Optimization exercise on an open flow, not production practice. RTL: at most simulated, not proved equivalent. Function not checked: run 5. The clock port is an ideal driver here. Power: default activity.

## flow/design.v (module list and top-level ports; edited modules follow where they fit)
// module basic_pe_array_ws: 40 lines
// module pe_ws_rz: 243 lines
// module pe_ws_rs: 276 lines
// module pe_ws_az: 243 lines
// module pe_ws_as: 276 lines
// module fa_ws: 6 lines
// module ha_ws: 6 lines
// module xnor_ws: 5 lines
// module xor_ws: 5 lines
// module or_ws: 5 lines
module basic_pe_array_ws (clk, reset, a_vec, b_vec, c_vec);
  // ...
==> flow/flow/run.sh <==
#!/bin/bash
set -euo pipefail
export REMOVE_ABC_BUFFERS=1
export BUFFER_PORTS_ARGS="-buffer_cell sky130_fd_sc_hd__buf_1"
SETUP_SLACK_MARGIN=4.5 bash standard.sh cts > flow_cts.log 2>&1
SETUP_SLACK_MARGIN=-2 bash standard.sh > flow_rest.log 2>&1
==> flow/standard.sh <==
#!/bin/bash
# synth_recipe.tcl (not shown) runs the flow's synth.tcl, then flattens the netlist and writes it again
# the make line also repeats each setting of config.mk as NAME=value (left out here)
make -C /OpenROAD-flow-scripts/flow DESIGN_CONFIG=/design/flow/config.mk WORK_HOME=/design/flow/orfs CLKGATE_MAP_FILE= SYNTH_SCRIPT=/design/flow/synth_recipe.tcl "${@:-finish}"
==> flow/config.mk <==
export PLATFORM = sky130hd
export DESIGN_NAME = basic_pe_array_ws
export DESIGN_NICKNAME = basic_pe_array_ws
export VERILOG_FILES = /design/flow/design.v
export SDC_FILE = /design/flow/constraint.sdc
export NUM_CORES = 4
export LEC_CHECK = 0
export CAP_MARGIN = 20
export CORE_MARGIN = 2
export CORE_UTILIZATION = 60
export SLEW_MARGIN = 20
export SYNTH_HIERARCHICAL = 1
export SYNTH_MINIMUM_KEEP_SIZE = 0
==> flow/constraint.sdc <==
create_clock -name core_clock -period 9.0 [get_ports {clk}]
set_input_delay 1.8000 -clock core_clock [delete_from_list [all_inputs] [get_ports {clk}]]
set_output_delay 1.8000 -clock core_clock [all_outputs]
set_load 0.01 [all_outputs]
==> summary.md, run 1 <==
| Metric | Value |
|---|---|
| Outcome | no timing/DRC/antenna violations |
| Post-route setup slack | 4.257 ns |
| Flop-to-flop setup slack | 4.73 ns |
| P&R area growth vs syn | 10.01% |
| Fin Hold WS | 0.5671 ns |
| Register Area | 30750 um^2 |
| Switching power | 17.94 mW |
| Die X | 527.4 um |
| Sequential power share | 22.9% |
| Post-CTS sizing | 973 |
| Critical R2R Capture | gr[3].gc[3].genblk2.genblk1.pe.u.cr[16] |
| Ports | 1666 |
| Kind of end point of the critical path | register |
| CP startpoint | b_vec[40] |
| Rows | 192 |
| CTS Buf Count | 192 |
| Synth Warn # | 27 |
| CORE AREA | 273100 um^2 |
| Tot Pwr | 40.44 mW |
| Min-Delay Path Class | register to register |
| Top power group | combinational logic |
| Critical Path Source Type | input port |
| Fill cell count | 22930 |
| Hold_buf cts | 0 |
| Int Pwr | 22.50 mW |
| Die span in y | 527.4 um |
| Clk sinks | 1536 |
| Slew margin rel. | 23.69% |
| Largest registers | gr.gc.genblk2.genblk1.pe.u.cr: 952 flops, gr.ah: 448 flops, gr.gc.genblk2.pe.u.cr: 119 flops |
| Sw Ratio | 44.36% |
| DP Cell Count | 21410 |
| Hold Path Stages | 3 |
| Period utilization | 52.70% |
| Area of the multi-input gates | 126300 um^2 |
| Top sig layer | met5 |
| Placed Area | 170500 um^2 |
| Reg2reg start | gr[2].gc[3].genblk2.genblk1.pe.u.cr[10] |
| GRT busiest layer | met2 |
| Post-layout nets | 21860 |
| Critical path required time | 9.74 ns |
| Max-cap check violation count | 0 |
==> run 2: changes to the inputs <==
--- a/flow/config.mk
+++ b/flow/config.mk
@@ -8,5 +8,5 @@
 export CAP_MARGIN = 20
 export CORE_MARGIN = 2
-export CORE_UTILIZATION = 60
+export CORE_UTILIZATION = 70
 export SLEW_MARGIN = 20
 export SYNTH_HIERARCHICAL = 1
==> run 2 against run 1 <==
  * Clock skew is 0.013 ns lower
  * Largest power group unchanged
  * Die area is 14% lower
  * Clock power is 4.1% lower
  * Setup slack better by 0.058 ns
  * Flip-flop and latch count stayed put
  * First-iteration DRC count is 15% higher
  * Register-to-register slack better by 0.04 ns
  * Highest routed layer unchanged
  * Critical path type unchanged
  * Total power is 0.65% higher
==> summary.md, run 2 <==
| Metric | Value |
|---|---|
| Outcome | no timing/DRC/antenna violations (unchanged) |
| Period utilization | 52.05% (was 52.70%) |
| Setup TNS Final | 0 ns (unchanged) |
| Avg Inst Size Synth | 9.496 um^2 (unchanged) |
| Rows | 177 (was 192) |
| CTS Buf Count | 180 (was 192) |
| Kind of end point of the critical path | register (unchanged) |
| Routability cong. | 1.066 (was 1.094) |
| Critical R2R Capture | gr[0].gc[4].genblk2.genblk1.pe.u.cr[12] (was gr[3].gc[3].genblk2.genblk1.pe.u.cr[16]) |
| Drt drc | 0 (unchanged) |
| Critical path required time | 9.72 ns (was 9.74 ns) |
| Placed Area | 170000 um^2 (was 170500 um^2) |
| CORE AREA | 233000 um^2 (was 273100 um^2) |
| Non-filler cells, final | 21560 (was 22000) |
| Biggest register | gr.gc.genblk2.genblk1.pe.u.cr (unchanged) |
| Int Pwr | 22.42 mW (was 22.50 mW) |
| CP endpoint | gr[3].gc[0].genblk2.pe.u.cr[13] (was gr[7].gc[2].genblk2.genblk1.pe.u.cr[9]) |
| CTS max path bufs | 3 (was 4) |
| Crit path arrival time | 5.40 ns (was 5.48 ns) |
| Setup CP Type | input port to register (unchanged) |
| Clk sinks | 1536 (unchanged) |
| Largest registers | gr.gc.genblk2.genblk1.pe.u.cr: 952 flops, gr.ah: 448 flops, gr.gc.genblk2.pe.u.cr: 119 flops (unchanged) |
| CP startpoint | b_vec[314] (was b_vec[40]) |
| GRT Residual Overflow | 0 (unchanged) |
| Area of the multi-input gates | 126900 um^2 (was 126300 um^2) |
| Die ar. | 238700 um^2 (was 278100 um^2) |
| Final instance area | 181000 um^2 (was 180800 um^2) |
| Placed wire-length estimate | 427300 um (was 428400 um) |
| Critical Path Source Type | input port (unchanged) |
| DP Cell Count | 20950 (was 21410) |
| Clock slew seen by the registers of the worst setup and hold paths | 0.07 ns (was 0.06 ns) |
| Clk pwr share | 19.1% (was 20.0%) |
| Via count | 125300 (was 121600) |
| Sw Ratio | 44.94% (was 44.36%) |
| Post-layout nets | 21880 (was 21860) |
| First drt pass iteration count | 8 (was 6) |
| Routed WL per cell | 24.25 um (was 23.41 um) |
| Worst Skew | 0.03349 ns (was 0.04645 ns) |
| PD cells | 224.9 nW/um^2 (was 223.7 nW/um^2) |
| Largest net degree at the start of global routing | 200 (was 195) |
| I/O Buffers | 1665 (unchanged) |
| Total GRT Usage | 43.95% (was 36.98%) |
| Final wirelength | 522800 um (was 515000 um) |
| Sequential power share | 22.7% (was 22.9%) |
| Reg2reg start | gr[0].ah[3][3] (was gr[2].gc[3].genblk2.genblk1.pe.u.cr[10]) |
| Area of the mapped netlist | 164300 um^2 (unchanged) |
| Post-layout min period | 4.685 ns (was 4.743 ns) |
| Number of flip-flops under the largest register name | 952 (unchanged) |
| H-tree levels | 4 (unchanged) |
| Flop-to-flop setup slack | 4.77 ns (was 4.73 ns) |
| Fraction of layout cells with a size suffix above 1 | 10.86% (was 10.10%) |
| Min-Delay Path Class | register to register (unchanged) |
| Die X | 488.5 um (was 527.4 um) |
| # setup viols final | 0 (unchanged) |
| Reg2reg path depth | 13 (was 12) |
| Logic pwr share | 58.2% (was 57.1%) |
| Die span in y | 488.5 um (was 527.4 um) |
| Worst vdd ir | 0.2665 mV (was 0.1974 mV) |
| Worst-Margin Slew | 1.222 ns (was 1.140 ns) |
| Post-DRT Antenna Nets | 0 (unchanged) |
| Switching power | 18.29 mW (was 17.94 mW) |
| Via density | 5.814 (was 5.528) |
| Clk root buf | clkbuf_16 (unchanged) |
| Commonest non-fill, non-tap cell in the layout | nand2_1 (unchanged) |
| Wire length of the first global-routing pass | 781800 um (was 770800 um) |
| Synth Instances | 17310 (unchanged) |
| Initial antenna violation count | 237 (was 220) |
| P&R area growth vs syn | 10.15% (was 10.01%) |
| Register Area | 30750 um^2 (unchanged) |
| Peak Freq | 0.2135 GHz (was 0.2109 GHz) |
| Clock latency on the worst-skew pair | 0.88 ns (was 0.91 ns) |
| Final Slew Violations | 0 (unchanged) |
| Slew margin rel. | 18.51% (was 23.69%) |
| Critical path peak fanout | 8 (unchanged) |
| Starting density of the core | 70.54% (was 60.17%) |
| Final hold vios | 0 (unchanged) |
| Ports | 1666 (unchanged) |
| RSZ-0062 raised after global routing | no (unchanged) |
| Synth Warn # | 27 (unchanged) |
| Fill cell count | 16140 (was 22930) |
| Most frequent cells in the layout | 4380 x nand2_1, 3045 x fa_1, 1536 x dfxtp_1, 1475 x xor2_1, 1153 x buf_1 (was 4389 x nand2_1, 3097 x fa_1, 1536 x dfxtp_1, 1508 x xor2_1, 1155 x buf_1) |
| Max-cap check violation count | 0 (unchanged) |
| Leakage Power | 48.80 nW (was 48.52 nW) |
| Vias in the first global route | 127300 (was 122400) |
| CTS tree | done (unchanged) |
| DR iter-0 viols | 10770 (was 9384) |
==> run 2: worst min-delay path by stage <==
stage	from	slack, ns	to	depth (start not counted)
CTS	gr[6].gc[7].genblk2.genblk1.pe.u.cr[0]	0.58	gr[7].gc[7].genblk2.genblk1.pe.u.cr[0]	3
detailed placement	gr[6].gc[7].genblk2.genblk1.pe.u.cr[0]	0.55	gr[7].gc[7].genblk2.genblk1.pe.u.cr[0]	3
finish	gr[6].gc[7].genblk2.genblk1.pe.u.cr[0]	0.58	gr[7].gc[7].genblk2.genblk1.pe.u.cr[0]	3
global route	gr[4].gc[1].genblk2.genblk1.pe.u.cr[0]	0.63	gr[5].gc[1].genblk2.genblk1.pe.u.cr[0]	3
floorplan	gr[0].ah[6][0]	0.49	gr[0].gc[7].genblk2.genblk1.pe.u.cr[0]	2
global placement	gr[6].gc[7].genblk2.genblk1.pe.u.cr[0]	0.54	gr[7].gc[7].genblk2.genblk1.pe.u.cr[0]	3
==> run 2: power groups by stage <==
stage,Clock (mW),Sequential [mW],Combinational [mW]
2_1_floorplan,0,9.16,16.0
3_3_place_gp,0,9.26,21.0
3_5_place_dp,0,9.28,21.5
4_1_cts,7.81,9.14,23.1
5_1_grt,8.09,9.29,25.8
6_report,7.76,9.26,23.7
==> run 2: what timing repair did <==
action / in CTS / in global routing
resized for setup: 1200 / 0
hold buffers: 0 / 0
endpoints found under the setup margin: 485 / 0
setup buffers: 142 / 0
==> run 2: final cells by class <==
| cell class | instances | area share (%) |
|---|---|---|
| multi-input combinational | 13520 | 70.09 |
| clock inverter | 91 | 0.6227 |
| antenna | 138 | 0.1908 |
| sequential | 1536 | 16.99 |
| tap | 3132 | 2.165 |
| timing repair buffer | 1822 | 4.873 |
| clock buffer | 239 | 2.828 |
| inverter | 1080 | 2.239 |
==> run 2: layer usage <==
metal	global-route usage, %	vias to the layer above	part of all wire, %
li1	-	54700	-
met1	51.81	62190	34
met2	60.84	6707	41
met3	19.25	1595	14
met4	38.85	160	11
met5	0.06124	-	0.19
==> run 2: metrics by stage <==
step	power, mW	utilization (%)	setup WS, ns	hold slack (ns)
global placement	30.29	72.95	3.114	0.5359
global route	43.22	77.67	4.107	0.6325
finish	40.71	77.70	4.315	0.5799
CTS	40.06	77.55	4.471	0.5774
floorplan	25.14	-	3.824	0.4909
detailed placement	30.80	72.95	3.039	0.5537
==> run 2: worst max-delay path, stage by stage <==
cell	delay, ns
buf_1	0.33
nand2_1	0.15
or2_1	0.28
fa_1	0.46
fa_1	0.48
fa_1	0.60
xor2_2	0.25
and3_1	0.24
o2bb2ai_1	0.15
a41oi_2	0.05
buf_4	0.20
a31oi_1	0.19
xor2_1	0.16
nor2_1	0.06
==> run 3: changes to the inputs <==
==> flow/flow/run.sh (replaced) <==
#!/bin/bash
set -euo pipefail
export REMOVE_ABC_BUFFERS=1
export BUFFER_PORTS_ARGS="-buffer_cell sky130_fd_sc_hd__buf_1"
SETUP_SLACK_MARGIN=4.5 bash standard.sh cts > flow_cts.log 2>&1
SETUP_SLACK_MARGIN=4.3 bash standard.sh > flow_rest.log 2>&1
==> run 3 against run 2 <==
  * Total power increased by 2.1%
  * Synthesized area stayed put
  * Count of clock-buffer cells in the layout stayed put
  * Non-clock buffer count is 58 higher
  * Via count increased by 0.36%
  * Setup slack got worse by 0.038 ns
  * Clock skew shrank 0.0025 ns
  * Worst hold slack barely moved
  * Global-route usage did not move
  * Die area stayed put
  * Cell count increased by 0.26%
  * Critical path type unchanged
  * Largest power group unchanged
  * Highest routed layer unchanged
==> summary.md, run 3 <==
| Metric | Value |
|---|---|
| Outcome | no timing/DRC/antenna violations (unchanged) |
| Largest net degree at the start of global routing | 200 (unchanged) |
| Int Pwr | 22.88 mW (was 22.42 mW) |
| Placed wire-length estimate | 427300 um (unchanged) |
| Critical path peak fanout | 8 (unchanged) |
| Setup TNS Final | 0 ns (unchanged) |
| Post-layout min period | 4.723 ns (was 4.685 ns) |
| Clock latency on the worst-skew pair | 0.88 ns (about the same) |
| Fill cell count | 15790 (was 16140) |
| Kind of end point of the critical path | register (unchanged) |
| Via density | 5.821 (was 5.814) |
| Clk sinks | 1536 (unchanged) |
| CORE AREA | 233000 um^2 (unchanged) |
| DR iter-0 viols | 10660 (was 10770) |
| Die span in y | 488.5 um (unchanged) |
| Via count | 125800 (was 125300) |
| Worst vdd ir | 0.2566 mV (was 0.2665 mV) |
| RSZ-0062 raised after global routing | yes (was no) |
| Worst-Margin Slew | 1.221 ns (was 1.222 ns) |
| Ports | 1666 (unchanged) |
| I/O Buffers | 1665 (unchanged) |
| Critical path required time | 9.71 ns (was 9.72 ns) |
| Logic pwr share | 59.0% (was 58.2%) |
| Biggest register | gr.gc.genblk2.genblk1.pe.u.cr (unchanged) |
| Slowest cell on the critical path | fa_1 (unchanged) |
| Total GRT Usage | 43.95% (unchanged) |
| Setup CP Type | input port to register (unchanged) |
| CTS Buf Count | 180 (unchanged) |
| Fin Hold WS | 0.5799 ns (about the same) |
| Starting density of the core | 70.54% (unchanged) |
| Post-route setup slack | 4.277 ns (was 4.315 ns) |
| Drt drc | 0 (unchanged) |
| First drt pass iteration count | 7 (was 8) |
| Reg2reg start | gr[3].ah[2][4] (was gr[0].ah[3][3]) |
| Wire length of the first global-routing pass | 781800 um (unchanged) |
| Crit path arrival time | 5.43 ns (was 5.40 ns) |
| Largest registers | gr.gc.genblk2.genblk1.pe.u.cr: 952 flops, gr.ah: 448 flops, gr.gc.genblk2.pe.u.cr: 119 flops (unchanged) |
| CTS max path bufs | 3 (unchanged) |
| Cell chain of the critical path | buf_4, nand2_1, fa_1, fa_1, fa_1, fa_1, xor2_2, and3_4, o2bb2ai_1, a41oi_2, a31oi_1, xor2_1, nor2_1 (was buf_1, nand2_1, or2_1, fa_1, fa_1, fa_1, xor2_2, and3_1, o2bb2ai_1, a41oi_2, buf_4, a31oi_1, xor2_1, nor2_1) |
| Hold Crit Start | gr[0].gc[0].pe.u.cr[0] (was gr[6].gc[7].genblk2.genblk1.pe.u.cr[0]) |
| Period utilization | 52.47% (was 52.05%) |
| Critical R2R Capture | gr[3].gc[3].genblk2.genblk1.pe.u.cr[13] (was gr[0].gc[4].genblk2.genblk1.pe.u.cr[12]) |
| Final wirelength | 526200 um (was 522800 um) |
| Final hold vios | 0 (unchanged) |
| Peak Freq | 0.2117 GHz (was 0.2135 GHz) |
| Finished Core Util | 78.46% (was 77.70%) |
| Crit path buf inv count | 1 (was 2) |
| DP Cell Count | 20950 (unchanged) |
| Flop-to-flop setup slack | 4.74 ns (was 4.77 ns) |
| Max-cap check violation count | 0 (unchanged) |
| Vias in the first global route | 127300 (unchanged) |
| Worst Skew | 0.03103 ns (was 0.03349 ns) |
| # setup viols final | 0 (unchanged) |
| Clk pwr share | 18.7% (was 19.1%) |
| GRT Residual Overflow | 0 (unchanged) |
| H-tree levels | 4 (unchanged) |
| Min-Delay Path Class | register to register (unchanged) |
| Fraction of layout cells with a size suffix above 1 | 12.28% (was 10.86%) |
| Routed WL per cell | 24.34 um (was 24.25 um) |
| Post-DRT Antenna Nets | 0 (unchanged) |
| Cell family with most CP delay | adder cells (unchanged) |
| Hold EP | gr[1].gc[0].genblk2.pe.u.cr[0] (was gr[7].gc[7].genblk2.genblk1.pe.u.cr[0]) |
| Post-layout nets | 21940 (was 21880) |
| Rows | 177 (unchanged) |
| Reg2reg path depth | 12 (was 13) |
| Routability cong. | 1.066 (unchanged) |
| Synth Instances | 17310 (unchanged) |
| Number of flip-flops under the largest register name | 952 (unchanged) |
| Sequential power share | 22.3% (was 22.7%) |
| Commonest non-fill, non-tap cell in the layout | nand2_1 (unchanged) |
| Critical Path Source Type | input port (unchanged) |
| Non-filler cells, final | 21610 (was 21560) |
| Slew margin rel. | 18.30% (was 18.51%) |
| Tot Pwr | 41.54 mW (was 40.71 mW) |
| PD cells | 227.3 nW/um^2 (was 224.9 nW/um^2) |
| Max incr delay on CP | 0.64 ns (was 0.60 ns) |
| Most frequent cells in the layout | 4379 x nand2_1, 2960 x fa_1, 1536 x dfxtp_1, 1422 x xor2_1, 1143 x buf_1 (was 4380 x nand2_1, 3045 x fa_1, 1536 x dfxtp_1, 1475 x xor2_1, 1153 x buf_1) |
| Clk root buf | clkbuf_16 (unchanged) |
| Synth Warn # | 27 (unchanged) |
| Clock slew seen by the registers of the worst setup and hold paths | 0.06 ns (was 0.07 ns) |
| Initial antenna violation count | 231 (was 237) |
| CP dominant cell by count | fa_1 (unchanged) |
| Area of the mapped netlist | 164300 um^2 (unchanged) |
| Switching power | 18.66 mW (was 18.29 mW) |
| P&R area growth vs syn | 11.22% (was 10.15%) |
| Avg Inst Size Synth | 9.496 um^2 (unchanged) |
| Hold Path Stages | 3 (unchanged) |
| Leakage Power | 49.35 nW (was 48.80 nW) |
| Die ar. | 238700 um^2 (unchanged) |
| Final instance area | 182800 um^2 (was 181000 um^2) |
| CTS tree | done (unchanged) |
| Setup WS pre-CTS | 3.039 ns (unchanged) |
| Final Slew Violations | 0 (unchanged) |
| Sw Ratio | 44.93% (was 44.94%) |
| Die X | 488.5 um (unchanged) |
| Placed Area | 170000 um^2 (unchanged) |
-- run 3: per-layer routing --
metal	global-route usage (%)	routed length (um)
met5	0.06124	955
met4	38.85	56170
met3	19.25	71770
met2	60.84	216600
met1	51.81	180600
-- run 3: worst reg2reg max path: cells and delay by family (launching register included) --
family	cells	cell delay (ns)
flops	1	0.57
simple gates	3	0.49
fa+ha+maj	4	2.01
xor+xnor	2	0.51
compound gates	3	0.53
-- run 3: power by group through the flow --
stage                     Sequential (mW)  Clock [mW]  Combinational (mW)
after global placement               9.26           0                21.0
after global routing                 9.29        8.09                26.7
after floorplan                      9.16           0                16.0
after CTS                            9.14        7.81                23.1
after detailed placement             9.28           0                21.5
final                                9.26        7.76                24.5
-- run 3: how the worst max path moves through the flow --
| stage | from | endpoint | slack [ns] | cells after the start |
|---|---|---|---|---|
| 2_1_floorplan | b_vec[407] | gr[1].gc[5].genblk2.genblk1.pe.u.cr[13] | 3.82 | 12 |
| 3_3_place_gp | a_vec[10] | gr[6].gc[0].genblk2.pe.u.cr[13] | 3.11 | 13 |
| 3_5_place_dp | b_vec[101] | gr[6].gc[3].genblk2.genblk1.pe.u.cr[13] | 3.04 | 13 |
| 4_1_cts | a_vec[20] | gr[5].gc[0].genblk2.pe.u.cr[13] | 4.47 | 15 |
| 5_1_grt | b_vec[295] | gr[3].gc[3].genblk2.genblk1.pe.u.cr[13] | 4.18 | 13 |
| 6_report | b_vec[291] | gr[3].gc[3].genblk2.genblk1.pe.u.cr[13] | 4.28 | 13 |
-- run 3: repair_timing --
action / in CTS / in global routing
buffers inserted: 142 / 58
pin swaps: 338 / 178
endpoints found under the setup margin: 485 / 185
resized for setup: 1200 / 287
hold endpoints to repair: 0 / 0
hold buffers: 0 / 0
-- run 3: final cells by class --
cell class | count | area (um^2) | share of cell area [%]
multi-input cells | 13520 | 128100 | 70.06
diodes | 135 | 337.8 | 0.1848
repair buffers | 1880 | 9420 | 5.154
clock inverters | 91 | 1127 | 0.6167
inverters | 1080 | 4054 | 2.218
well taps | 3132 | 3919 | 2.144
flip-flops and latches | 1536 | 30750 | 16.82
clock buffers | 239 | 5120 | 2.801
==> run 4: changes to the inputs <==
==> flow/flow/run.sh (replaced) <==
#!/bin/bash
set -euo pipefail
export REMOVE_ABC_BUFFERS=1
export BUFFER_PORTS_ARGS="-buffer_cell sky130_fd_sc_hd__buf_1"
SETUP_SLACK_MARGIN=4.5 bash standard.sh cts > flow_cts.log 2>&1
SETUP_SLACK_MARGIN=4.5 bash standard.sh > flow_rest.log 2>&1
--- a/flow/config.mk
+++ b/flow/config.mk
@@ -8,5 +8,5 @@
 export CAP_MARGIN = 20
 export CORE_MARGIN = 2
-export CORE_UTILIZATION = 70
+export CORE_UTILIZATION = 60
 export SLEW_MARGIN = 20
 export SYNTH_HIERARCHICAL = 1
==> run 4 against run 3 <==
  * Still clean on timing, DRC and antenna
  * Routed wire length barely moved
  * Critical path depth is 2 lower
  * Die area rose by 17%
  * Total power grew 5.5%
  * Setup slack better by 0.082 ns
  * Critical path type unchanged
==> summary.md, run 4 <==
| Metric | Value |
|---|---|
| Outcome | no timing/DRC/antenna violations (unchanged) |
| Hold Path Stages | 3 (unchanged) |
| Critical path required time | 9.74 ns (was 9.71 ns) |
| Worst-Margin Slew | 1.138 ns (was 1.221 ns) |
| P&R area growth vs syn | 15.93% (was 11.22%) |
| Post-DRT Antenna Nets | 0 (unchanged) |
| CP dominant cell by count | fa_1 (unchanged) |
| Cell chain of the critical path | buf_12, nand2_1, fa_1, fa_1, fa_1, fa_1, xor2_1, a41oi_2, o21bai_1, xor2_1, nor2_1 (was buf_4, nand2_1, fa_1, fa_1, fa_1, fa_1, xor2_2, and3_4, o2bb2ai_1, a41oi_2, a31oi_1, xor2_1, nor2_1) |
| Post-layout nets | 22110 (was 21940) |
| Clock slew seen by the registers of the worst setup and hold paths | 0.06 ns (about the same) |
| Max-cap check violation count | 0 (unchanged) |
| Commonest non-fill, non-tap cell in the layout | nand2_1 (unchanged) |
| Most frequent cells in the layout | 4207 x nand2_1, 2512 x fa_1, 1536 x dfxtp_1, 1310 x xor2_1, 1101 x buf_1 (was 4379 x nand2_1, 2960 x fa_1, 1536 x dfxtp_1, 1422 x xor2_1, 1143 x buf_1) |
| Die ar. | 278100 um^2 (was 238700 um^2) |
| Cell family with most CP delay | adder cells (unchanged) |
| Drt drc | 0 (unchanged) |
| First drt pass iteration count | 6 (was 7) |
| Crit path arrival time | 5.38 ns (was 5.43 ns) |
| Tot Pwr | 43.83 mW (was 41.54 mW) |
| Slew margin rel. | 23.86% (was 18.30%) |
| Critical Path Source Type | input port (unchanged) |
| RSZ-0062 raised after global routing | yes (unchanged) |
| Worst Skew | 0.04657 ns (was 0.03103 ns) |
| Flop-to-flop setup slack | 4.64 ns (was 4.74 ns) |
| Starting density of the core | 60.17% (was 70.54%) |
| CORE AREA | 273100 um^2 (was 233000 um^2) |
| Die span in y | 527.4 um (was 488.5 um) |
| Clk root buf | clkbuf_16 (unchanged) |
| Period utilization | 51.56% (was 52.47%) |
| CTS tree | done (unchanged) |
| Final wirelength | 526100 um (was 526200 um) |
| Clk sinks | 1536 (unchanged) |
| Critical R2R Capture | gr[7].gc[1].genblk2.genblk1.pe.u.cr[14] (was gr[3].gc[3].genblk2.genblk1.pe.u.cr[13]) |
| Via density | 5.555 (was 5.821) |
| I/O Buffers | 1665 (unchanged) |
| GRT Residual Overflow | 0 (unchanged) |
| Fill cell count | 21570 (was 15790) |
| Largest registers | gr.gc.genblk2.genblk1.pe.u.cr: 952 flops, gr.ah: 448 flops, gr.gc.genblk2.pe.u.cr: 119 flops (unchanged) |
| Reg2reg start | gr[7].ah[0][0] (was gr[3].ah[2][4]) |
| Placed wire-length estimate | 428400 um (was 427300 um) |
| Biggest register | gr.gc.genblk2.genblk1.pe.u.cr (unchanged) |
| Max incr delay on CP | 0.64 ns (about the same) |
| Rows | 192 (was 177) |
| Largest net degree at the start of global routing | 195 (was 200) |
| Kind of end point of the critical path | register (unchanged) |
| Vias in the first global route | 122400 (was 127300) |
| Avg Inst Size Synth | 9.496 um^2 (unchanged) |
| Slowest cell on the critical path | fa_1 (unchanged) |
| CTS Buf Count | 192 (was 180) |
| Worst vdd ir | 0.2200 mV (was 0.2566 mV) |
| Fin Hold WS | 0.5672 ns (was 0.5799 ns) |
| Via count | 123500 (was 125800) |
| Final Slew Violations | 0 (unchanged) |
| Hold_buf cts | 0 (unchanged) |
| Reg2reg path depth | 10 (was 12) |
| Setup CP Type | input port to register (unchanged) |
| Crit path buf inv count | 1 (unchanged) |
| Critical path peak fanout | 5 (was 8) |
| Synth Warn # | 27 (unchanged) |
| Placed Area | 170500 um^2 (was 170000 um^2) |
| Synth Instances | 17310 (unchanged) |
| H-tree levels | 4 (unchanged) |
| Ports | 1666 (unchanged) |
| WP depth | 11 (was 13) |
| Min-Delay Path Class | register to register (unchanged) |
| CTS max path bufs | 4 (was 3) |
| Hold Crit Start | gr[6].gc[7].genblk2.genblk1.pe.u.cr[0] (was gr[0].gc[0].pe.u.cr[0]) |
| Routed WL per cell | 23.67 um (was 24.34 um) |
| Routability cong. | 1.094 (was 1.066) |
| Number of flip-flops under the largest register name | 952 (unchanged) |
| Post-layout min period | 4.640 ns (was 4.723 ns) |
| Die X | 527.4 um (was 488.5 um) |
| Final hold vios | 0 (unchanged) |
| Final instance area | 190500 um^2 (was 182800 um^2) |
| Peak Freq | 0.2155 GHz (was 0.2117 GHz) |
| Hold EP | gr[7].gc[7].genblk2.genblk1.pe.u.cr[0] (was gr[1].gc[0].genblk2.pe.u.cr[0]) |
| PD cells | 230.0 nW/um^2 (was 227.3 nW/um^2) |
| Clock latency on the worst-skew pair | 0.90 ns (was 0.88 ns) |
| Setup TNS Final | 0 ns (unchanged) |
| Leakage Power | 51.93 nW (was 49.35 nW) |
| Initial antenna violation count | 186 (was 231) |
| Total GRT Usage | 36.98% (was 43.95%) |
| Area of the mapped netlist | 164300 um^2 (unchanged) |
| Fraction of layout cells with a size suffix above 1 | 18.16% (was 12.28%) |
| Finished Core Util | 69.75% (was 78.46%) |
| DR iter-0 viols | 9045 (was 10660) |
| # setup viols final | 0 (unchanged) |
| Wire length of the first global-routing pass | 770800 um (was 781800 um) |
==> run 4: final cells by class <==
type	instances	area (um^2)	area share, %
Sequential cell	1536	30750	16.14
Tap cell	3589	4491	2.357
Multi-Input combinational cell	13520	132300	69.45
Antenna cell	114	285.3	0.1497
Inverter	1080	4054	2.128
Timing Repair Buffer	2044	12120	6.363
Clock buffer	248	5330	2.798
Clock inverter	98	1182	0.6206
==> run 4: worst reg2reg max path, delay by kind of cell (launching register included) <==
| kind | cells | cell delay, ns |
|---|---|---|
| AO/OA/AOI/OAI | 2 | 0.53 |
| XOR/XNOR | 2 | 0.67 |
| adder cells (fa/ha/maj) | 4 | 2.13 |
| flip-flops | 1 | 0.62 |
| AND/OR/NAND/NOR | 2 | 0.26 |
==> run 4: repair_timing <==
| action | CTS | global route |
|---|---|---|
| buffers inserted | 112 | 252 |
| setup endpoints to repair | 456 | 379 |
| pin swaps | 201 | 1029 |
| gates resized for setup | 973 | 2130 |
==> run 4: power by group <==
part           switching, mW  total [mW]  internal, mW
clock network           3.27        8.10          4.83
registers               1.26        9.27          8.01
logic                   14.8        26.5          11.6
total                   19.3        43.8          24.5
==> run 4: worst max-delay path by stage <==
stage               start                                       to  slack (ns)
2_1_floorplan  b_vec[407]  gr[1].gc[5].genblk2.genblk1.pe.u.cr[13]        3.82
3_3_place_gp   b_vec[157]  gr[5].gc[4].genblk2.genblk1.pe.u.cr[13]        3.05
3_5_place_dp   b_vec[157]  gr[5].gc[4].genblk2.genblk1.pe.u.cr[13]        3.00
4_1_cts         a_vec[51]          gr[1].gc[0].genblk2.pe.u.cr[13]        4.48
5_1_grt         b_vec[54]  gr[7].gc[1].genblk2.genblk1.pe.u.cr[14]        4.31
6_report        b_vec[54]  gr[7].gc[1].genblk2.genblk1.pe.u.cr[14]        4.36
==> run 4: routing by layer <==
layer	vias up	global-route usage (%)	wire (um)
met2	5182	52.12	221600
met5	-	0	563
met1	61960	46.42	198300
li1	55040	-	-
met3	1214	13.94	60520
met4	88	27.08	45070
==> run 4: stage by stage <==
stage	worst slack [ns]	cells
after floorplan	3.824	16140
after global placement	3.045	21410
after detailed placement	2.996	21410
after CTS	4.479	21860
after global routing	4.314	22200
final	4.360	22230
==> module pe_ws_rz, before the edit <==
module pe_ws_rz (clk, reset, a, b, s, sn, c, cn);
input wire clk, reset;
input wire [7:0] a, b;
input wire [16:0] s, sn;    
output wire [16:0] c, cn;
  wire pp0_0 = ~(a[0] & b[0]);
  wire pp0_1 = ~(a[0] & b[1]);
  wire pp0_2 = ~(a[0] & b[2]);
  wire pp0_3 = ~(a[0] & b[3]);
  wire pp0_4 = ~(a[0] & b[4]);
  wire pp0_5 = ~(a[0] & b[5]);
  wire pp0_6 = ~(a[0] & b[6]);
  wire pp0_7 = ~(a[0] & b[7]);
  wire pp1_0 = ~(a[1] & b[0]);
  wire pp1_1 = ~(a[1] & b[1]);
  wire pp1_2 = ~(a[1] & b[2]);
  wire pp1_3 = ~(a[1] & b[3]);
  wire pp1_4 = ~(a[1] & b[4]);
  wire pp1_5 = ~(a[1] & b[5]);
  wire pp1_6 = ~(a[1] & b[6]);
  wire pp1_7 = ~(a[1] & b[7]);
  wire pp2_0 = ~(a[2] & b[0]);
  wire pp2_1 = ~(a[2] & b[1]);
  wire pp2_2 = ~(a[2] & b[2]);
  wire pp2_3 = ~(a[2] & b[3]);
  wire pp2_4 = ~(a[2] & b[4]);
  wire pp2_5 = ~(a[2] & b[5]);
  wire pp2_6 = ~(a[2] & b[6]);
  wire pp2_7 = ~(a[2] & b[7]);
  wire pp3_0 = ~(a[3] & b[0]);
  wire pp3_1 = ~(a[3] & b[1]);
  wire pp3_2 = ~(a[3] & b[2]);
  wire pp3_3 = ~(a[3] & b[3]);
  wire pp3_4 = ~(a[3] & b[4]);
  wire pp3_5 = ~(a[3] & b[5]);
  wire pp3_6 = ~(a[3] & b[6]);
  wire pp3_7 = ~(a[3] & b[7]);
  wire pp4_0 = ~(a[4] & b[0]);
  wire pp4_1 = ~(a[4] & b[1]);
  wire pp4_2 = ~(a[4] & b[2]);
  wire pp4_3 = ~(a[4] & b[3]);
  wire pp4_4 = ~(a[4] & b[4]);
  wire pp4_5 = ~(a[4] & b[5]);
  wire pp4_6 = ~(a[4] & b[6]);
  wire pp4_7 = ~(a[4] & b[7]);
  wire pp5_0 = ~(a[5] & b[0]);
  wire pp5_1 = ~(a[5] & b[1]);
  wire pp5_2 = ~(a[5] & b[2]);
  wire pp5_3 = ~(a[5] & b[3]);
  wire pp5_4 = ~(a[5] & b[4]);
  wire pp5_5 = ~(a[5] & b[5]);
  wire pp5_6 = ~(a[5] & b[6]);
  wire pp5_7 = ~(a[5] & b[7]);
  wire pp6_0 = ~(a[6] & b[0]);
  wire pp6_1 = ~(a[6] & b[1]);
  wire pp6_2 = ~(a[6] & b[2]);
  wire pp6_3 = ~(a[6] & b[3]);
  wire pp6_4 = ~(a[6] & b[4]);
  wire pp6_5 = ~(a[6] & b[5]);
  wire pp6_6 = ~(a[6] & b[6]);
  wire pp6_7 = ~(a[6] & b[7]);
  wire pp7_0 = ~(a[7] & b[0]);
  wire pp7_1 = ~(a[7] & b[1]);
  wire pp7_2 = ~(a[7] & b[2]);
  wire pp7_3 = ~(a[7] & b[3]);
  wire pp7_4 = ~(a[7] & b[4]);
  wire pp7_5 = ~(a[7] & b[5]);
  wire pp7_6 = ~(a[7] & b[6]);
  wire pp7_7 = ~(a[7] & b[7]);
  wire w1, w2;
  xnor_ws h3 (.a(pp0_6), .b(pp1_5), .y(w1));
  or_ws o3 (.a(pp0_6), .b(pp1_5), .y(w2));
  wire w4, w5;
  fa_ws f6 (.a(pp0_7), .b(pp1_6), .ci(pp2_5), .s(w4), .co(w5));
  wire w7, w8;
  xnor_ws h9 (.a(pp3_4), .b(pp4_3), .y(w7));
  or_ws o9 (.a(pp3_4), .b(pp4_3), .y(w8));
  wire w10, w11;
  fa_ws f12 (.a(pp1_7), .b(pp2_6), .ci(pp3_5), .s(w10), .co(w11));
  wire w13, w14;
  xnor_ws h15 (.a(pp4_4), .b(pp5_3), .y(w13));
  or_ws o15 (.a(pp4_4), .b(pp5_3), .y(w14));
  wire w16, w17;
  fa_ws f18 (.a(pp2_7), .b(pp3_6), .ci(pp4_5), .s(w16), .co(w17));
  wire w19, w20;
  xnor_ws h21 (.a(pp0_4), .b(pp1_3), .y(w19));
  or_ws o21 (.a(pp0_4), .b(pp1_3), .y(w20));
  wire w22, w23;
  fa_ws f24 (.a(pp0_5), .b(pp1_4), .ci(pp2_3), .s(w22), .co(w23));
  wire w25, w26;
  xnor_ws h27 (.a(pp3_2), .b(pp4_1), .y(w25));
  or_ws o27 (.a(pp3_2), .b(pp4_1), .y(w26));
  wire w28, w29;
  fa_ws f30 (.a(pp2_4), .b(pp3_3), .ci(pp4_2), .s(w28), .co(w29));
  wire w31, w32;
  fa_ws f33 (.a(pp5_1), .b(pp6_0), .ci(w1), .s(w31), .co(w32));
  wire w34, w35;
  fa_ws f36 (.a(pp5_2), .b(pp6_1), .ci(pp7_0), .s(w34), .co(w35));
  wire w37, w38;
  fa_ws f39 (.a(w2), .b(w7), .ci(w34), .s(w37), .co(w38));
  wire w40, w41;
  fa_ws f42 (.a(pp6_2), .b(pp7_1), .ci(w8), .s(w40), .co(w41));
  wire w43, w44;
  fa_ws f45 (.a(w13), .b(w5), .ci(w10), .s(w43), .co(w44));
  wire w46, w47;
  fa_ws f48 (.a(pp5_4), .b(pp6_3), .ci(pp7_2), .s(w46), .co(w47));
  wire w49, w50;
  fa_ws f51 (.a(w14), .b(w11), .ci(w16), .s(w49), .co(w50));
  wire w52, w53;
  fa_ws f54 (.a(pp3_7), .b(pp4_6), .ci(pp5_5), .s(w52), .co(w53));
  wire w55, w56;
  fa_ws f57 (.a(pp6_4), .b(pp7_3), .ci(w17), .s(w55), .co(w56));
  wire w58, w59;
  fa_ws f60 (.a(pp4_7), .b(pp5_6), .ci(pp6_5), .s(w58), .co(w59));
  wire w61, w62;
  xnor_ws h63 (.a(pp0_3), .b(pp1_2), .y(w61));
  or_ws o63 (.a(pp0_3), .b(pp1_2), .y(w62));
  wire w64, w65;
  fa_ws f66 (.a(pp2_2), .b(pp3_1), .ci(pp4_0), .s(w64), .co(w65));
  wire w67, w68;
  fa_ws f69 (.a(pp5_0), .b(w20), .ci(w25), .s(w67), .co(w68));
  wire w70, w71;
  fa_ws f72 (.a(w26), .b(w23), .ci(w28), .s(w70), .co(w71));
  wire w73, w74;
  fa_ws f75 (.a(w29), .b(w4), .ci(w32), .s(w73), .co(w74));
  wire w76, w77;
  fa_ws f78 (.a(w35), .b(w40), .ci(w38), .s(w76), .co(w77));
  wire w79, w80;
  fa_ws f81 (.a(w46), .b(w41), .ci(w44), .s(w79), .co(w80));
  wire w82, w83;
  fa_ws f84 (.a(w47), .b(w52), .ci(w50), .s(w82), .co(w83));
  wire w85, w86;
  fa_ws f87 (.a(pp7_4), .b(w53), .ci(w58), .s(w85), .co(w86));
  wire w88, w89;
  fa_ws f90 (.a(pp5_7), .b(pp6_6), .ci(pp7_5), .s(w88), .co(w89));
  wire w91, w92;
  xnor_ws h93 (.a(pp0_2), .b(pp1_1), .y(w91));
  or_ws o93 (.a(pp0_2), .b(pp1_1), .y(w92));
  wire w94, w95;
  fa_ws f96 (.a(pp2_1), .b(pp3_0), .ci(w61), .s(w94), .co(w95));
  wire w97, w98;
  fa_ws f99 (.a(w62), .b(w19), .ci(w64), .s(w97), .co(w98));
  wire w100, w101;
  fa_ws f102 (.a(w65), .b(w22), .ci(w67), .s(w100), .co(w101));
  wire w103, w104;
  fa_ws f105 (.a(w68), .b(w31), .ci(w70), .s(w103), .co(w104));
  wire w106, w107;
  fa_ws f108 (.a(w71), .b(w37), .ci(w73), .s(w106), .co(w107));
  wire w109, w110;
  fa_ws f111 (.a(w43), .b(w74), .ci(w76), .s(w109), .co(w110));
  wire w112, w113;
  fa_ws f114 (.a(w49), .b(w77), .ci(w79), .s(w112), .co(w113));
  wire w115, w116;
  fa_ws f117 (.a(w55), .b(w80), .ci(w82), .s(w115), .co(w116));
  wire w118, w119;
  fa_ws f120 (.a(w56), .b(w85), .ci(w83), .s(w118), .co(w119));
  wire w121, w122;
  fa_ws f123 (.a(w59), .b(w88), .ci(w86), .s(w121), .co(w122));
  wire w124, w125;
  fa_ws f126 (.a(pp6_7), .b(pp7_6), .ci(w89), .s(w124), .co(w125));
  wire w127, w128;
  xnor_ws h129 (.a(pp0_1), .b(pp1_0), .y(w127));
  or_ws o129 (.a(pp0_1), .b(pp1_0), .y(w128));
  wire w130, w131;
  fa_ws f132 (.a(pp2_0), .b(w128), .ci(w91), .s(w130), .co(w131));
  wire w133, w134;
  fa_ws f135 (.a(w92), .b(w131), .ci(w94), .s(w133), .co(w134));
  wire w136, w137;
  fa_ws f138 (.a(w95), .b(w97), .ci(w134), .s(w136), .co(w137));
  wire [11:0] n0 = {1'b1, 1'b1, pp7_7, w124, w121, w116, w113, w110, w107, w104, w101, w98};
  wire [11:0] n1 = {1'b1, 1'b1, w125, w122, w119, w118, w115, w112, w109, w106, w103, w100};
  wire [11:0] sumn_g = n0 & n1;
  wire [11:0] sumn_p;
  xor_ws sumn_px0 (.a(n0[0]), .b(n1[0]), .y(sumn_p[0]));
  xor_ws sumn_px1 (.a(n0[1]), .b(n1[1]), .y(sumn_p[1]));
  xor_ws sumn_px2 (.a(n0[2]), .b(n1[2]), .y(sumn_p[2]));
  xor_ws sumn_px3 (.a(n0[3]), .b(n1[3]), .y(sumn_p[3]));
  xor_ws sumn_px4 (.a(n0[4]), .b(n1[4]), .y(sumn_p[4]));
  xor_ws sumn_px5 (.a(n0[5]), .b(n1[5]), .y(sumn_p[5]));
  xor_ws sumn_px6 (.a(n0[6]), .b(n1[6]), .y(sumn_p[6]));
  xor_ws sumn_px7 (.a(n0[7]), .b(n1[7]), .y(sumn_p[7]));
  xor_ws sumn_px8 (.a(n0[8]), .b(n1[8]), .y(sumn_p[8]));
  xor_ws sumn_px9 (.a(n0[9]), .b(n1[9]), .y(sumn_p[9]));
  xor_ws sumn_px10 (.a(n0[10]), .b(n1[10]), .y(sumn_p[10]));
  xor_ws sumn_px11 (.a(n0[11]), .b(n1[11]), .y(sumn_p[11]));
  wire sumn_G1 = sumn_g[0] | (sumn_p[0] & w137);
  wire sumn_P1 = sumn_p[0] & 1'b0;
  wire sumn_G2 = sumn_g[2] | (sumn_p[2] & sumn_g[1]);
  wire sumn_P2 = sumn_p[2] & sumn_p[1];
  wire sumn_G3 = sumn_g[4] | (sumn_p[4] & sumn_g[3]);
  wire sumn_P3 = sumn_p[4] & sumn_p[3];
  wire sumn_G4 = sumn_g[6] | (sumn_p[6] & sumn_g[5]);
  wire sumn_P4 = sumn_p[6] & sumn_p[5];
  wire sumn_G5 = sumn_g[8] | (sumn_p[8] & sumn_g[7]);
  wire sumn_P5 = sumn_p[8] & sumn_p[7];
  wire sumn_G6 = sumn_g[10] | (sumn_p[10] & sumn_g[9]);
  wire sumn_P6 = sumn_p[10] & sumn_p[9];
  wire sumn_G7 = sumn_G2 | (sumn_P2 & sumn_G1);
  wire sumn_P7 = sumn_P2 & sumn_P1;
  wire sumn_G8 = sumn_G4 | (sumn_P4 & sumn_G3);
  wire sumn_P8 = sumn_P4 & sumn_P3;
  wire sumn_G9 = sumn_G6 | (sumn_P6 & sumn_G5);
  wire sumn_P9 = sumn_P6 & sumn_P5;
  wire sumn_G10 = sumn_G8 | (sumn_P8 & sumn_G7);
  wire sumn_P10 = sumn_P8 & sumn_P7;
  wire sumn_G11 = sumn_G9 | (sumn_P9 & sumn_G10);
  wire sumn_P11 = sumn_P9 & sumn_P10;
  wire sumn_G12 = sumn_G3 | (sumn_P3 & sumn_G7);
  wire sumn_P12 = sumn_P3 & sumn_P7;
  wire sumn_G13 = sumn_G5 | (sumn_P5 & sumn_G10);
  wire sumn_P13 = sumn_P5 & sumn_P10;
  wire sumn_G14 = sumn_g[1] | (sumn_p[1] & sumn_G1);
  wire sumn_P14 = sumn_p[1] & sumn_P1;
  wire sumn_G15 = sumn_g[3] | (sumn_p[3] & sumn_G7);
  wire sumn_P15 = sumn_p[3] & sumn_P7;
  wire sumn_G16 = sumn_g[5] | (sumn_p[5] & sumn_G12);
  wire sumn_P16 = sumn_p[5] & sumn_P12;
  wire sumn_G17 = sumn_g[7] | (sumn_p[7] & sumn_G10);
  wire sumn_P17 = sumn_p[7] & sumn_P10;
  wire sumn_G18 = sumn_g[9] | (sumn_p[9] & sumn_G13);
  wire sumn_P18 = sumn_p[9] & sumn_P13;
  wire [11:0] sumn;
  xor_ws sumn_sx0 (.a(sumn_p[0]), .b(w137), .y(sumn[0]));
  xor_ws sumn_sx1 (.a(sumn_p[1]), .b(sumn_G1), .y(sumn[1]));
  xor_ws sumn_sx2 (.a(sumn_p[2]), .b(sumn_G14), .y(sumn[2]));
  xor_ws sumn_sx3 (.a(sumn_p[3]), .b(sumn_G7), .y(sumn[3]));
  xor_ws sumn_sx4 (.a(sumn_p[4]), .b(sumn_G15), .y(sumn[4]));
  xor_ws sumn_sx5 (.a(sumn_p[5]), .b(sumn_G12), .y(sumn[5]));
  xor_ws sumn_sx6 (.a(sumn_p[6]), .b(sumn_G16), .y(sumn[6]));
  xor_ws sumn_sx7 (.a(sumn_p[7]), .b(sumn_G10), .y(sumn[7]));
  xor_ws sumn_sx8 (.a(sumn_p[8]), .b(sumn_G17), .y(sumn[8]));
  xor_ws sumn_sx9 (.a(sumn_p[9]), .b(sumn_G13), .y(sumn[9]));
  xor_ws sumn_sx10 (.a(sumn_p[10]), .b(sumn_G18), .y(sumn[10]));
  xor_ws sumn_sx11 (.a(sumn_p[11]), .b(sumn_G11), .y(sumn[11]));
  wire [16:0] sum = {~sumn, ~w136, ~w133, ~w130, ~w127, ~pp0_0};
  reg [16:0] cr;
  always @(posedge clk) begin
    if (reset) cr <= 0;
    else cr <= sum;
  end
  assign c = cr;
  assign cn = ~cr;
endmodule
==> module pe_ws_az, before the edit <==
module pe_ws_az (clk, reset, a, b, s, sn, c, cn);
input wire clk, reset;
input wire [7:0] a, b;
input wire [16:0] s, sn;    
output wire [16:0] c, cn;
  wire pp0_0 = ~(a[0] & b[0]);
  wire pp0_1 = ~(a[0] & b[1]);
  wire pp0_2 = ~(a[0] & b[2]);
  wire pp0_3 = ~(a[0] & b[3]);
  wire pp0_4 = ~(a[0] & b[4]);
  wire pp0_5 = ~(a[0] & b[5]);
  wire pp0_6 = ~(a[0] & b[6]);
  wire pp0_7 = ~(a[0] & b[7]);
  wire pp1_0 = ~(a[1] & b[0]);
  wire pp1_1 = ~(a[1] & b[1]);
  wire pp1_2 = ~(a[1] & b[2]);
  wire pp1_3 = ~(a[1] & b[3]);
  wire pp1_4 = ~(a[1] & b[4]);
  wire pp1_5 = ~(a[1] & b[5]);
  wire pp1_6 = ~(a[1] & b[6]);
  wire pp1_7 = ~(a[1] & b[7]);
  wire pp2_0 = ~(a[2] & b[0]);
  wire pp2_1 = ~(a[2] & b[1]);
  wire pp2_2 = ~(a[2] & b[2]);
  wire pp2_3 = ~(a[2] & b[3]);
  wire pp2_4 = ~(a[2] & b[4]);
  wire pp2_5 = ~(a[2] & b[5]);
  wire pp2_6 = ~(a[2] & b[6]);
  wire pp2_7 = ~(a[2] & b[7]);
  wire pp3_0 = ~(a[3] & b[0]);
  wire pp3_1 = ~(a[3] & b[1]);
  wire pp3_2 = ~(a[3] & b[2]);
  wire pp3_3 = ~(a[3] & b[3]);
  wire pp3_4 = ~(a[3] & b[4]);
  wire pp3_5 = ~(a[3] & b[5]);
  wire pp3_6 = ~(a[3] & b[6]);
  wire pp3_7 = ~(a[3] & b[7]);
  wire pp4_0 = ~(a[4] & b[0]);
  wire pp4_1 = ~(a[4] & b[1]);
  wire pp4_2 = ~(a[4] & b[2]);
  wire pp4_3 = ~(a[4] & b[3]);
  wire pp4_4 = ~(a[4] & b[4]);
  wire pp4_5 = ~(a[4] & b[5]);
  wire pp4_6 = ~(a[4] & b[6]);
  wire pp4_7 = ~(a[4] & b[7]);
  wire pp5_0 = ~(a[5] & b[0]);
  wire pp5_1 = ~(a[5] & b[1]);
  wire pp5_2 = ~(a[5] & b[2]);
  wire pp5_3 = ~(a[5] & b[3]);
  wire pp5_4 = ~(a[5] & b[4]);
  wire pp5_5 = ~(a[5] & b[5]);
  wire pp5_6 = ~(a[5] & b[6]);
  wire pp5_7 = ~(a[5] & b[7]);
  wire pp6_0 = ~(a[6] & b[0]);
  wire pp6_1 = ~(a[6] & b[1]);
  wire pp6_2 = ~(a[6] & b[2]);
  wire pp6_3 = ~(a[6] & b[3]);
  wire pp6_4 = ~(a[6] & b[4]);
  wire pp6_5 = ~(a[6] & b[5]);
  wire pp6_6 = ~(a[6] & b[6]);
  wire pp6_7 = ~(a[6] & b[7]);
  wire pp7_0 = ~(a[7] & b[0]);
  wire pp7_1 = ~(a[7] & b[1]);
  wire pp7_2 = ~(a[7] & b[2]);
  wire pp7_3 = ~(a[7] & b[3]);
  wire pp7_4 = ~(a[7] & b[4]);
  wire pp7_5 = ~(a[7] & b[5]);
  wire pp7_6 = ~(a[7] & b[6]);
  wire pp7_7 = ~(a[7] & b[7]);
  wire w1, w2;
  xnor_ws h3 (.a(pp0_6), .b(pp1_5), .y(w1));
  or_ws o3 (.a(pp0_6), .b(pp1_5), .y(w2));
  wire w4, w5;
  fa_ws f6 (.a(pp0_7), .b(pp1_6), .ci(pp2_5), .s(w4), .co(w5));
  wire w7, w8;
  xnor_ws h9 (.a(pp3_4), .b(pp4_3), .y(w7));
  or_ws o9 (.a(pp3_4), .b(pp4_3), .y(w8));
  wire w10, w11;
  fa_ws f12 (.a(pp1_7), .b(pp2_6), .ci(pp3_5), .s(w10), .co(w11));
  wire w13, w14;
  xnor_ws h15 (.a(pp4_4), .b(pp5_3), .y(w13));
  or_ws o15 (.a(pp4_4), .b(pp5_3), .y(w14));
  wire w16, w17;
  fa_ws f18 (.a(pp2_7), .b(pp3_6), .ci(pp4_5), .s(w16), .co(w17));
  wire w19, w20;
  xnor_ws h21 (.a(pp0_4), .b(pp1_3), .y(w19));
  or_ws o21 (.a(pp0_4), .b(pp1_3), .y(w20));
  wire w22, w23;
  fa_ws f24 (.a(pp0_5), .b(pp1_4), .ci(pp2_3), .s(w22), .co(w23));
  wire w25, w26;
  xnor_ws h27 (.a(pp3_2), .b(pp4_1), .y(w25));
  or_ws o27 (.a(pp3_2), .b(pp4_1), .y(w26));
  wire w28, w29;
  fa_ws f30 (.a(pp2_4), .b(pp3_3), .ci(pp4_2), .s(w28), .co(w29));
  wire w31, w32;
  fa_ws f33 (.a(pp5_1), .b(pp6_0), .ci(w1), .s(w31), .co(w32));
  wire w34, w35;
  fa_ws f36 (.a(pp5_2), .b(pp6_1), .ci(pp7_0), .s(w34), .co(w35));
  wire w37, w38;
  fa_ws f39 (.a(w2), .b(w7), .ci(w34), .s(w37), .co(w38));
  wire w40, w41;
  fa_ws f42 (.a(pp6_2), .b(pp7_1), .ci(w8), .s(w40), .co(w41));
  wire w43, w44;
  fa_ws f45 (.a(w13), .b(w5), .ci(w10), .s(w43), .co(w44));
  wire w46, w47;
  fa_ws f48 (.a(pp5_4), .b(pp6_3), .ci(pp7_2), .s(w46), .co(w47));
  wire w49, w50;
  fa_ws f51 (.a(w14), .b(w11), .ci(w16), .s(w49), .co(w50));
  wire w52, w53;
  fa_ws f54 (.a(pp3_7), .b(pp4_6), .ci(pp5_5), .s(w52), .co(w53));
  wire w55, w56;
  fa_ws f57 (.a(pp6_4), .b(pp7_3), .ci(w17), .s(w55), .co(w56));
  wire w58, w59;
  fa_ws f60 (.a(pp4_7), .b(pp5_6), .ci(pp6_5), .s(w58), .co(w59));
  wire w61, w62;
  xnor_ws h63 (.a(pp0_3), .b(pp1_2), .y(w61));
  or_ws o63 (.a(pp0_3), .b(pp1_2), .y(w62));
  wire w64, w65;
  fa_ws f66 (.a(pp2_2), .b(pp3_1), .ci(pp4_0), .s(w64), .co(w65));
  wire w67, w68;
  fa_ws f69 (.a(pp5_0), .b(w20), .ci(w25), .s(w67), .co(w68));
  wire w70, w71;
  fa_ws f72 (.a(w26), .b(w23), .ci(w28), .s(w70), .co(w71));
  wire w73, w74;
  fa_ws f75 (.a(w29), .b(w4), .ci(w32), .s(w73), .co(w74));
  wire w76, w77;
  fa_ws f78 (.a(w35), .b(w40), .ci(w38), .s(w76), .co(w77));
  wire w79, w80;
  fa_ws f81 (.a(w46), .b(w41), .ci(w44), .s(w79), .co(w80));
  wire w82, w83;
  fa_ws f84 (.a(w47), .b(w52), .ci(w50), .s(w82), .co(w83));
  wire w85, w86;
  fa_ws f87 (.a(pp7_4), .b(w53), .ci(w58), .s(w85), .co(w86));
  wire w88, w89;
  fa_ws f90 (.a(pp5_7), .b(pp6_6), .ci(pp7_5), .s(w88), .co(w89));
  wire w91, w92;
  xnor_ws h93 (.a(pp0_2), .b(pp1_1), .y(w91));
  or_ws o93 (.a(pp0_2), .b(pp1_1), .y(w92));
  wire w94, w95;
  fa_ws f96 (.a(pp2_1), .b(pp3_0), .ci(w61), .s(w94), .co(w95));
  wire w97, w98;
  fa_ws f99 (.a(w62), .b(w19), .ci(w64), .s(w97), .co(w98));
  wire w100, w101;
  fa_ws f102 (.a(w65), .b(w22), .ci(w67), .s(w100), .co(w101));
  wire w103, w104;
  fa_ws f105 (.a(w68), .b(w31), .ci(w70), .s(w103), .co(w104));
  wire w106, w107;
  fa_ws f108 (.a(w71), .b(w37), .ci(w73), .s(w106), .co(w107));
  wire w109, w110;
  fa_ws f111 (.a(w43), .b(w74), .ci(w76), .s(w109), .co(w110));
  wire w112, w113;
  fa_ws f114 (.a(w49), .b(w77), .ci(w79), .s(w112), .co(w113));
  wire w115, w116;
  fa_ws f117 (.a(w55), .b(w80), .ci(w82), .s(w115), .co(w116));
  wire w118, w119;
  fa_ws f120 (.a(w56), .b(w85), .ci(w83), .s(w118), .co(w119));
  wire w121, w122;
  fa_ws f123 (.a(w59), .b(w88), .ci(w86), .s(w121), .co(w122));
  wire w124, w125;
  fa_ws f126 (.a(pp6_7), .b(pp7_6), .ci(w89), .s(w124), .co(w125));
  wire w127, w128;
  xnor_ws h129 (.a(pp0_1), .b(pp1_0), .y(w127));
  or_ws o129 (.a(pp0_1), .b(pp1_0), .y(w128));
  wire w130, w131;
  fa_ws f132 (.a(pp2_0), .b(w128), .ci(w91), .s(w130), .co(w131));
  wire w133, w134;
  fa_ws f135 (.a(w92), .b(w131), .ci(w94), .s(w133), .co(w134));
  wire w136, w137;
  fa_ws f138 (.a(w95), .b(w97), .ci(w134), .s(w136), .co(w137));
  wire [11:0] n0 = {1'b1, 1'b1, pp7_7, w124, w121, w116, w113, w110, w107, w104, w101, w98};
  wire [11:0] n1 = {1'b1, 1'b1, w125, w122, w119, w118, w115, w112, w109, w106, w103, w100};
  wire [11:0] sumn_g = n0 & n1;
  wire [11:0] sumn_p;
  xor_ws sumn_px0 (.a(n0[0]), .b(n1[0]), .y(sumn_p[0]));
  xor_ws sumn_px1 (.a(n0[1]), .b(n1[1]), .y(sumn_p[1]));
  xor_ws sumn_px2 (.a(n0[2]), .b(n1[2]), .y(sumn_p[2]));
  xor_ws sumn_px3 (.a(n0[3]), .b(n1[3]), .y(sumn_p[3]));
  xor_ws sumn_px4 (.a(n0[4]), .b(n1[4]), .y(sumn_p[4]));
  xor_ws sumn_px5 (.a(n0[5]), .b(n1[5]), .y(sumn_p[5]));
  xor_ws sumn_px6 (.a(n0[6]), .b(n1[6]), .y(sumn_p[6]));
  xor_ws sumn_px7 (.a(n0[7]), .b(n1[7]), .y(sumn_p[7]));
  xor_ws sumn_px8 (.a(n0[8]), .b(n1[8]), .y(sumn_p[8]));
  xor_ws sumn_px9 (.a(n0[9]), .b(n1[9]), .y(sumn_p[9]));
  xor_ws sumn_px10 (.a(n0[10]), .b(n1[10]), .y(sumn_p[10]));
  xor_ws sumn_px11 (.a(n0[11]), .b(n1[11]), .y(sumn_p[11]));
  wire sumn_G1 = sumn_g[0] | (sumn_p[0] & w137);
  wire sumn_P1 = sumn_p[0] & 1'b0;
  wire sumn_G2 = sumn_g[2] | (sumn_p[2] & sumn_g[1]);
  wire sumn_P2 = sumn_p[2] & sumn_p[1];
  wire sumn_G3 = sumn_g[4] | (sumn_p[4] & sumn_g[3]);
  wire sumn_P3 = sumn_p[4] & sumn_p[3];
  wire sumn_G4 = sumn_g[6] | (sumn_p[6] & sumn_g[5]);
  wire sumn_P4 = sumn_p[6] & sumn_p[5];
  wire sumn_G5 = sumn_g[8] | (sumn_p[8] & sumn_g[7]);
  wire sumn_P5 = sumn_p[8] & sumn_p[7];
  wire sumn_G6 = sumn_g[10] | (sumn_p[10] & sumn_g[9]);
  wire sumn_P6 = sumn_p[10] & sumn_p[9];
  wire sumn_G7 = sumn_G2 | (sumn_P2 & sumn_G1);
  wire sumn_P7 = sumn_P2 & sumn_P1;
  wire sumn_G8 = sumn_G4 | (sumn_P4 & sumn_G3);
  wire sumn_P8 = sumn_P4 & sumn_P3;
  wire sumn_G9 = sumn_G6 | (sumn_P6 & sumn_G5);
  wire sumn_P9 = sumn_P6 & sumn_P5;
  wire sumn_G10 = sumn_G8 | (sumn_P8 & sumn_G7);
  wire sumn_P10 = sumn_P8 & sumn_P7;
  wire sumn_G11 = sumn_G9 | (sumn_P9 & sumn_G10);
  wire sumn_P11 = sumn_P9 & sumn_P10;
  wire sumn_G12 = sumn_G3 | (sumn_P3 & sumn_G7);
  wire sumn_P12 = sumn_P3 & sumn_P7;
  wire sumn_G13 = sumn_G5 | (sumn_P5 & sumn_G10);
  wire sumn_P13 = sumn_P5 & sumn_P10;
  wire sumn_G14 = sumn_g[1] | (sumn_p[1] & sumn_G1);
  wire sumn_P14 = sumn_p[1] & sumn_P1;
  wire sumn_G15 = sumn_g[3] | (sumn_p[3] & sumn_G7);
  wire sumn_P15 = sumn_p[3] & sumn_P7;
  wire sumn_G16 = sumn_g[5] | (sumn_p[5] & sumn_G12);
  wire sumn_P16 = sumn_p[5] & sumn_P12;
  wire sumn_G17 = sumn_g[7] | (sumn_p[7] & sumn_G10);
  wire sumn_P17 = sumn_p[7] & sumn_P10;
  wire sumn_G18 = sumn_g[9] | (sumn_p[9] & sumn_G13);
  wire sumn_P18 = sumn_p[9] & sumn_P13;
  wire [11:0] sumn;
  xor_ws sumn_sx0 (.a(sumn_p[0]), .b(w137), .y(sumn[0]));
  xor_ws sumn_sx1 (.a(sumn_p[1]), .b(sumn_G1), .y(sumn[1]));
  xor_ws sumn_sx2 (.a(sumn_p[2]), .b(sumn_G14), .y(sumn[2]));
  xor_ws sumn_sx3 (.a(sumn_p[3]), .b(sumn_G7), .y(sumn[3]));
  xor_ws sumn_sx4 (.a(sumn_p[4]), .b(sumn_G15), .y(sumn[4]));
  xor_ws sumn_sx5 (.a(sumn_p[5]), .b(sumn_G12), .y(sumn[5]));
  xor_ws sumn_sx6 (.a(sumn_p[6]), .b(sumn_G16), .y(sumn[6]));
  xor_ws sumn_sx7 (.a(sumn_p[7]), .b(sumn_G10), .y(sumn[7]));
  xor_ws sumn_sx8 (.a(sumn_p[8]), .b(sumn_G17), .y(sumn[8]));
  xor_ws sumn_sx9 (.a(sumn_p[9]), .b(sumn_G13), .y(sumn[9]));
  xor_ws sumn_sx10 (.a(sumn_p[10]), .b(sumn_G18), .y(sumn[10]));
  xor_ws sumn_sx11 (.a(sumn_p[11]), .b(sumn_G11), .y(sumn[11]));
  wire [16:0] sum = {~sumn, ~w136, ~w133, ~w130, ~w127, ~pp0_0};
  reg [16:0] cr;
  always @(posedge clk) begin
    if (reset) cr <= 0;
    else cr <= sum;
  end
  assign c = cr;
  assign cn = ~cr;
endmodule
==> run 5: changes to the inputs <==
--- a/flow/design.v
+++ b/flow/design.v
@@ -274,11 +274,11 @@
   xor_ws sumn_sx11 (.a(sumn_p[11]), .b(sumn_G11), .y(sumn[11]));
   wire [16:0] sum = {~sumn, ~w136, ~w133, ~w130, ~w127, ~pp0_0};
-  reg [16:0] cr;
+  reg [15:0] cr;
   always @(posedge clk) begin
     if (reset) cr <= 0;
-    else cr <= sum;
+    else cr <= sum[15:0];
   end
-  assign c = cr;
-  assign cn = ~cr;
+  assign c = {1'b0, cr};
+  assign cn = ~c;
 endmodule
 module pe_ws_rs (clk, reset, a, b, s, sn, c, cn);
@@ -793,11 +793,11 @@
   xor_ws sumn_sx11 (.a(sumn_p[11]), .b(sumn_G11), .y(sumn[11]));
   wire [16:0] sum = {~sumn, ~w136, ~w133, ~w130, ~w127, ~pp0_0};
-  reg [16:0] cr;
+  reg [15:0] cr;
   always @(posedge clk) begin
     if (reset) cr <= 0;
-    else cr <= sum;
+    else cr <= sum[15:0];
   end
-  assign c = cr;
-  assign cn = ~cr;
+  assign c = {1'b0, cr};
+  assign cn = ~c;
 endmodule
 module pe_ws_as (clk, reset, a, b, s, sn, c, cn);
==> flow/flow/run.sh (replaced) <==
#!/bin/bash
set -euo pipefail
export REMOVE_ABC_BUFFERS=1
export BUFFER_PORTS_ARGS="-buffer_cell sky130_fd_sc_hd__buf_1"
SETUP_SLACK_MARGIN=4.5 bash standard.sh cts > flow_cts.log 2>&1
SETUP_SLACK_MARGIN=4.3 bash standard.sh > flow_rest.log 2>&1
==> run 5 against run 4 <==
  * Still clean on timing, DRC and antenna
  * Non-clock buffer count down 236
  * Worst hold slack got worse by 0.016 ns
  * First-iteration DRC count is 5.2% higher
  * Cell count fell by 1.3%
  * Routed wire length is 1.0% lower
  * Largest cell class unchanged
  * Largest power group unchanged
==> summary.md, run 5 <==
| Metric | Value |
|---|---|
| Hold Crit Start | gr[0].ah[6][0] (was gr[6].gc[7].genblk2.genblk1.pe.u.cr[0]) |
| Final hold vios | 0 (unchanged) |
| First drt pass iteration count | 6 (unchanged) |
| CTS Buf Count | 190 (was 192) |
| GRT Residual Overflow | 0 (unchanged) |
| Finished Core Util | 66.58% (was 69.75%) |
| Fin Hold WS | 0.5516 ns (was 0.5672 ns) |
| Setup CP Type | input port to register (unchanged) |
| Hold EP | gr[0].gc[7].genblk2.genblk1.pe.u.cr[0] (was gr[7].gc[7].genblk2.genblk1.pe.u.cr[0]) |
| Routability cong. | 1.067 (was 1.094) |
| Die X | 527.0 um (was 527.4 um) |
| Critical R2R Capture | gr[3].gc[2].genblk2.genblk1.pe.u.cr[14] (was gr[7].gc[1].genblk2.genblk1.pe.u.cr[14]) |
| Die span in y | 527.0 um (was 527.4 um) |
| CORE AREA | 272900 um^2 (was 273100 um^2) |
| Routed WL per cell | 23.72 um (was 23.67 um) |
| Clock latency on the worst-skew pair | 0.91 ns (was 0.90 ns) |
| Fraction of layout cells with a size suffix above 1 | 11.14% (was 18.16%) |
| Sequential power share | 22.4% (was 21.2%) |
| Via count | 121400 (was 123500) |
| CTS max path bufs | 4 (unchanged) |
| Slowest cell on the critical path | fa_2 (was fa_1) |
| Logic pwr share | 57.7% (was 60.4%) |
| CP dominant cell by count | fa_1 (unchanged) |
| Setup TNS Final | 0 ns (unchanged) |
| Critical path required time | 9.74 ns (about the same) |
| Via density | 5.533 (was 5.555) |
| Hold Path Stages | 2 (was 3) |
| Largest registers | gr.gc.genblk2.genblk1.pe.u.cr: 945 flops, gr.ah: 448 flops, gr.gc.genblk2.pe.u.cr: 119 flops (was gr.gc.genblk2.genblk1.pe.u.cr: 952 flops, gr.ah: 448 flops, gr.gc.genblk2.pe.u.cr: 119 flops) |
| Tot Pwr | 40.97 mW (was 43.83 mW) |
| Starting density of the core | 60.14% (was 60.17%) |
| Max incr delay on CP | 0.61 ns (was 0.64 ns) |
| Outcome | no timing/DRC/antenna violations (unchanged) |
| RSZ-0062 raised after global routing | yes (unchanged) |
| Initial antenna violation count | 230 (was 186) |
| Switching power | 18.11 mW (was 19.34 mW) |
| Fill cell count | 22900 (was 21570) |
| Placed wire-length estimate | 433100 um (was 428400 um) |
| Kind of end point of the critical path | register (unchanged) |
| Final wirelength | 520700 um (was 526100 um) |
| Final Slew Violations | 0 (unchanged) |
| Critical Path Source Type | input port (unchanged) |
| P&R area growth vs syn | 10.70% (was 15.93%) |
| Max-cap check violation count | 0 (unchanged) |
| Post-DRT Antenna Nets | 0 (unchanged) |
| Drt drc | 0 (unchanged) |
| I/O Buffers | 1657 (was 1665) |
| DR iter-0 viols | 9515 (was 9045) |
| Reg2reg start | gr[2].gc[2].genblk2.genblk1.pe.u.cr[8] (was gr[7].ah[0][0]) |
| Synth Instances | 17290 (was 17310) |
==> run 5: routing by layer <==
layer | vias up | share of wire [%] | track usage (%)
li1 | 54530 | - | -
met1 | 60500 | 38 | 46.87
met2 | 5086 | 41 | 52.33
met3 | 1188 | 12 | 14.99
met4 | 138 | 8.2 | 26.75
met5 | - | 0.17 | 0
==> run 5: per-stage QoR <==
step / worst slack, ns / cells / cell area, um^2
floorplan: 3.824 / 16090 / 159200
global placement: 3.087 / 21350 / 170100
detailed placement: 2.989 / 21350 / 170100
CTS: 4.488 / 21790 / 180100
global route: 4.269 / 21900 / 181600
finish: 4.380 / 21950 / 181700
==> run 5: cell type report <==
cell class / count / area (um^2) / area share [%]
Multi-Input combinational cell: 13490 / 127100 / 69.96
Sequential cell: 1528 / 30590 / 16.83
Timing Repair Buffer: 1808 / 8597 / 4.731
Clock buffer: 260 / 5534 / 3.046
Tap cell: 3589 / 4491 / 2.471
Inverter: 1072 / 4024 / 2.215
Clock inverter: 77 / 1040 / 0.5722
Antenna cell: 125 / 312.8 / 0.1722
==> run 5: timing repair <==
action                                  4_1_cts  5_1_grt
pin swaps                                   207      108
setup buffers                               103       29
gates cloned                                  0        0
gates resized for setup                     976      225
endpoints found under the setup margin      467      162
==> run 5: worst max-delay path by stage <==
stage / depth (start not counted) / endpoint / start
6_report: 15 / gr[4].gc[7].genblk2.genblk1.pe.u.cr[13] / b_vec[197]
5_1_grt: 14 / gr[5].gc[4].genblk2.genblk1.pe.u.cr[13] / b_vec[157]
3_5_place_dp: 13 / gr[1].gc[0].genblk2.pe.u.cr[16] / a_vec[48]
4_1_cts: 14 / gr[0].gc[1].genblk2.genblk1.pe.u.cr[14] / b_vec[503]
3_3_place_gp: 13 / gr[7].gc[4].genblk2.genblk1.pe.u.cr[15] / b_vec[31]
2_1_floorplan: 12 / gr[1].gc[5].genblk2.genblk1.pe.u.cr[13] / b_vec[407]
==> run 5: power groups by stage <==
stage               sequential (mW)  clock [mW]  combinational (mW)
floorplan                      9.11           0                16.0
global placement               9.24           0                21.3
detailed placement             9.25           0                21.5
CTS                            9.10        8.28                22.8
global route                   9.23        8.54                26.0
finish                         9.17        8.15                23.6
==> run 5: worst max-delay path, delay by kind of cell <==
family	cells	cell delay (ns)
adders and majority gates	4	1.98
buffers and inverters	4	0.58
AOI/OAI and AO/OA	3	0.42
xor gates and xnor gates	2	0.39
and+or+nand+nor	2	0.18
